This design comes from an exercise in tuning for small area and few clock cycles on the open sky130 flow, not from production work. Where RTL was checked, it was by simulation tests only, not by an equivalence proof against the original. The clock port is modelled as an ideal driver, which makes a skipped or thinned clock tree look cheaper than it is; a real chip needs a root buffer or a tree. No activity file was given, so power comes from the tool's default toggle rates.

wip/tundra:
==> flow/design.v <==
module diff2d(i_clk, i_reset, i_data, i_start, o_datax, o_datay, o_address, o_Dx_addr, o_DyValid, o_DxValid, o_bussy);
  parameter WIDTH = 32, ADD_W = 12;
  localparam H = WIDTH/2;
  input  wire                      i_clk;
  input  wire                      i_reset;
  input  wire signed [(WIDTH-1):0] i_data;
  input  wire                      i_start;
  output wire signed [(WIDTH-1):0] o_datax;
  output wire signed [(WIDTH-1):0] o_datay;
  output wire        [(ADD_W-1):0] o_address;
  output wire        [(ADD_W-1):0] o_Dx_addr;
  output wire                      o_DyValid;
  output wire                      o_DxValid;
  output wire                      o_bussy;
  reg  [5:0]  r_x;
  reg  [5:0]  r_y;
  reg         r_phase;   
  reg         r_run;     
  reg         r_dv;      
  reg         r_ov;      
  reg  [(H-1):1]     r_nprev_lo;   
  reg                r_prev_0;     
  reg  [(WIDTH-1):H] r_nprev_hi;   
  reg  [(WIDTH-1):H] r_data_hi;
  reg  [(H-1):0]     r_diff_lo;
  reg                r_borrow;    
  wire        x_zero = (r_x == 6'd0);
  function [6:0] inc6;
    input [5:0] v;
    input       ci;
    integer i;
    reg c;
    begin
      c = ci;
      for (i = 0; i < 6; i = i + 1) begin
        inc6[i] = v[i] ^ c;
        c = v[i] & c;
      end
      inc6[6] = c;
    end
  endfunction
  wire [6:0]  w_nx = inc6(r_x, 1'b1);
  wire [6:0]  w_ny = inc6(r_y, x_zero);
  wire [6:0]  w_ay = inc6(w_ny[5:0], r_phase);
  wire [5:0]  n_x = w_nx[5:0];                         
  wire [5:0]  n_y = w_ny[5:0];
  wire [5:0]  a_y = w_ay[5:0];
  wire        last = r_dv & w_nx[6] & w_ay[6];
  reg         r_ld;
  reg         r_ld_d;    
  wire        ld = r_ld;
  wire        ld_d = r_ld_d;
  function [WIDTH:0] add_rc;
    input [(WIDTH-1):0] a;
    input [(WIDTH-1):0] b;
    input               cin;
    input integer       n;
    integer i;
    reg c;
    begin
      add_rc = {(WIDTH+1){1'b0}};
      c = cin;
      for (i = 0; i < n; i = i + 1) begin
        add_rc[i] = a[i] ^ b[i] ^ c;
        c = (a[i] & b[i]) | (a[i] & c) | (b[i] & c);
      end
      add_rc[n] = c;
    end
  endfunction
  wire               w_c1 = i_data[0] | ~r_prev_0;
  wire [WIDTH:0]     w_lo1 = add_rc({{(WIDTH-H+1){1'b0}}, i_data[(H-1):1]}, {{(WIDTH-H+1){1'b0}}, r_nprev_lo}, w_c1, H-1);
  wire [H:0]         w_lo = {w_lo1[H-1:0], i_data[0] ^ r_prev_0};
  wire [WIDTH:0]     w_hi = add_rc({{H{1'b0}}, r_data_hi}, {{H{1'b0}}, r_nprev_hi}, ~r_borrow, WIDTH-H);
  always @(posedge i_clk) begin
    r_phase <= i_start | ~r_phase;
    if (i_start) begin
      r_x <= 6'd63;
      r_y <= 6'd63;
    end else if (r_phase) begin
      r_x <= n_x;
      r_y <= n_y;
    end
    r_ld   <= i_start | ~r_phase | w_nx[6];
    r_ld_d <= r_ld;
    if (ld) begin
      r_nprev_lo <= ~i_data[(H-1):1];
      r_prev_0   <= i_data[0];
    end
    if (ld_d)
      r_nprev_hi <= ~r_data_hi;
    r_data_hi <= i_data[(WIDTH-1):H];
    r_diff_lo <= w_lo[(H-1):0];
    r_borrow  <= ~w_lo[H];
  end
  always @(posedge i_clk) begin
    if (i_reset) begin
      r_run <= 1'b0;
      r_dv  <= 1'b0;
      r_ov  <= 1'b0;
    end else begin
      r_run <= i_start | (r_run & ~last);
      r_dv  <= r_run & (r_dv | ~r_phase);
      r_ov  <= r_dv;
    end
  end
  wire [(WIDTH-1):0] w_diff = {w_hi[(WIDTH-H-1):0], r_diff_lo};
  assign o_address = {a_y, n_x};
  assign o_Dx_addr = {r_y, r_x};
  assign o_datay   = w_diff;
  assign o_datax   = w_diff;
  assign o_DyValid = r_ov & ~r_phase;
  assign o_DxValid = r_ov & r_phase;
  assign o_bussy   = r_run | r_dv;
endmodule
export LEC_CHECK = 0
export CAP_MARGIN = 20
export CORE_MARGIN = 2
export CORE_UTILIZATION = 70
export SLEW_MARGIN = 20
create_clock -name core_clock -period 10.0 [get_ports {i_clk}]
standard.sh (not shown) runs the stock make flow with config.mk's settings and CLKGATE_MAP_FILE= SYNTH_SCRIPT=/design/flow/synth_recipe.tcl, a recipe that flattens the netlist after the stock synthesis.
==> flow/flow/run.sh <==
#!/bin/bash
# The standard layout, with the smallest buffer on each port and a two-level
# clock tree built by flow/pre_cts.tcl. make's full output goes to flow.log.
set -euo pipefail
export BUFFER_PORTS_ARGS="-buffer_cell sky130_fd_sc_hd__buf_1"
export PRE_CTS_TCL="$PWD/flow/pre_cts.tcl"
export CLOCK_LEAVES=8
export CLOCK_LEAF_BUF=sky130_fd_sc_hd__clkbuf_4
export CLOCK_ROOT_BUF=sky130_fd_sc_hd__clkbuf_2
bash standard.sh > flow.log 2>&1
Other scripts of this flow, unchanged in this note and not shown: flow/flow/pre_cts.tcl
For wip/lagoon, these inputs were changed with respect to wip/tundra:
diff --git a/flow/design.v b/flow/design.v
--- a/flow/design.v
+++ b/flow/design.v
@@ -21,37 +21,18 @@
   reg  [(H-1):1]     r_nprev_lo;   
   reg                r_prev_0;     
   reg  [(WIDTH-1):H] r_nprev_hi;   
   reg  [(WIDTH-1):H] r_data_hi;
   reg  [(H-1):0]     r_diff_lo;
-  reg                r_borrow;    
+  reg                r_carry;
   wire        x_zero = (r_x == 6'd0);
-  function [6:0] inc6;
-    input [5:0] v;
-    input       ci;
-    integer i;
-    reg c;
-    begin
-      c = ci;
-      for (i = 0; i < 6; i = i + 1) begin
-        inc6[i] = v[i] ^ c;
-        c = v[i] & c;
-      end
-      inc6[6] = c;
-    end
-  endfunction
-  wire [6:0]  w_nx = inc6(r_x, 1'b1);
-  wire [6:0]  w_ny = inc6(r_y, x_zero);
-  wire [6:0]  w_ay = inc6(w_ny[5:0], r_phase);
-  wire [5:0]  n_x = w_nx[5:0];                         
-  wire [5:0]  n_y = w_ny[5:0];
-  wire [5:0]  a_y = w_ay[5:0];
-  wire        last = r_dv & w_nx[6] & w_ay[6];
-  reg         r_ld;
-  reg         r_ld_d;    
-  wire        ld = r_ld;
-  wire        ld_d = r_ld_d;
+  wire [5:0]  n_x = r_x + 6'd1;                        
+  wire [5:0]  n_y = r_y + {5'd0, x_zero};
+  wire [5:0]  a_y = r_y + {4'd0, x_zero & r_phase, x_zero ^ r_phase};
+  wire        last = r_phase & r_dv & (&r_x) & (&r_y);
+  wire        ld = r_phase | x_zero;
+  wire        ld_d = ~r_phase | x_zero;
   function [WIDTH:0] add_rc;
     input [(WIDTH-1):0] a;
     input [(WIDTH-1):0] b;
     input               cin;
     input integer       n;
@@ -68,31 +49,29 @@
     end
   endfunction
   wire               w_c1 = i_data[0] | ~r_prev_0;
   wire [WIDTH:0]     w_lo1 = add_rc({{(WIDTH-H+1){1'b0}}, i_data[(H-1):1]}, {{(WIDTH-H+1){1'b0}}, r_nprev_lo}, w_c1, H-1);
   wire [H:0]         w_lo = {w_lo1[H-1:0], i_data[0] ^ r_prev_0};
-  wire [WIDTH:0]     w_hi = add_rc({{H{1'b0}}, r_data_hi}, {{H{1'b0}}, r_nprev_hi}, ~r_borrow, WIDTH-H);
+  wire [WIDTH:0]     w_hi = add_rc({{H{1'b0}}, r_data_hi}, {{H{1'b0}}, r_nprev_hi}, r_carry, WIDTH-H);
   always @(posedge i_clk) begin
     r_phase <= i_start | ~r_phase;
     if (i_start) begin
       r_x <= 6'd63;
       r_y <= 6'd63;
     end else if (r_phase) begin
       r_x <= n_x;
       r_y <= n_y;
     end
-    r_ld   <= i_start | ~r_phase | w_nx[6];
-    r_ld_d <= r_ld;
     if (ld) begin
       r_nprev_lo <= ~i_data[(H-1):1];
       r_prev_0   <= i_data[0];
     end
     if (ld_d)
       r_nprev_hi <= ~r_data_hi;
     r_data_hi <= i_data[(WIDTH-1):H];
     r_diff_lo <= w_lo[(H-1):0];
-    r_borrow  <= ~w_lo[H];
+    r_carry   <= w_lo[H];
   end
   always @(posedge i_clk) begin
     if (i_reset) begin
       r_run <= 1'b0;
       r_dv  <= 1'b0;
[summary]
Comparing worst hold slack for wip/tundra and wip/lagoon, the smaller number came from wip/tundra. Relative to wip/tundra, wip/lagoon degrades leakage power figure. Higher multiplexer fraction of the synthesized cell area goes to wip/tundra over wip/lagoon. Of wip/lagoon and wip/tundra, it is wip/lagoon that has the higher die width. Diff wip/tundra -> wip/lagoon | mean post-synth cell area | decrease of 1.6 um^2. Sort wip/tundra and wip/lagoon by sequential share of power, ascending, and wip/tundra comes first. The sequential power in wip/lagoon sits about 9% below the value recorded for wip/tundra.
Testbench counts of wip/lagoon, summed over its fixed seeds: cycles 196,680.
No functional check of the RTL was part of wip/tundra. No run of this note takes its clock network from TritonCTS; it comes from the design's own scripts or RTL.

==> separate check: timing with driven ports <==
How much do the figures lean on ideal ports? The routed layouts below were timed once more, with nothing changed but the port constraints. Step 1 sets driving cells, clkbuf_16 on the clock port and buf_2 on the other inputs (assumed; they add their load-dependent delay and slew). Step 2 adds t to the input delays and takes it off the output delays; t is the mean of the earliest and latest rising clock arrival at the registers after step 1. Input paths then give back, and output paths get back, about the clock's delay inside the block. Slacks: ideal / step 1 / step 2; pairs: ideal / step 1.
run	shift t [ns]	slack for setup (ns)	worst setup path after step 2	clock arrival spread, ns
wip/tundra	0.508	0.775 / 0.750 / 1.257	register to output	0.017 / 0.017
wip/lagoon	0.488	0.886 / 0.861 / 1.349	register to output	0.012 / 0.013
After both steps every run listed still meets setup and hold.
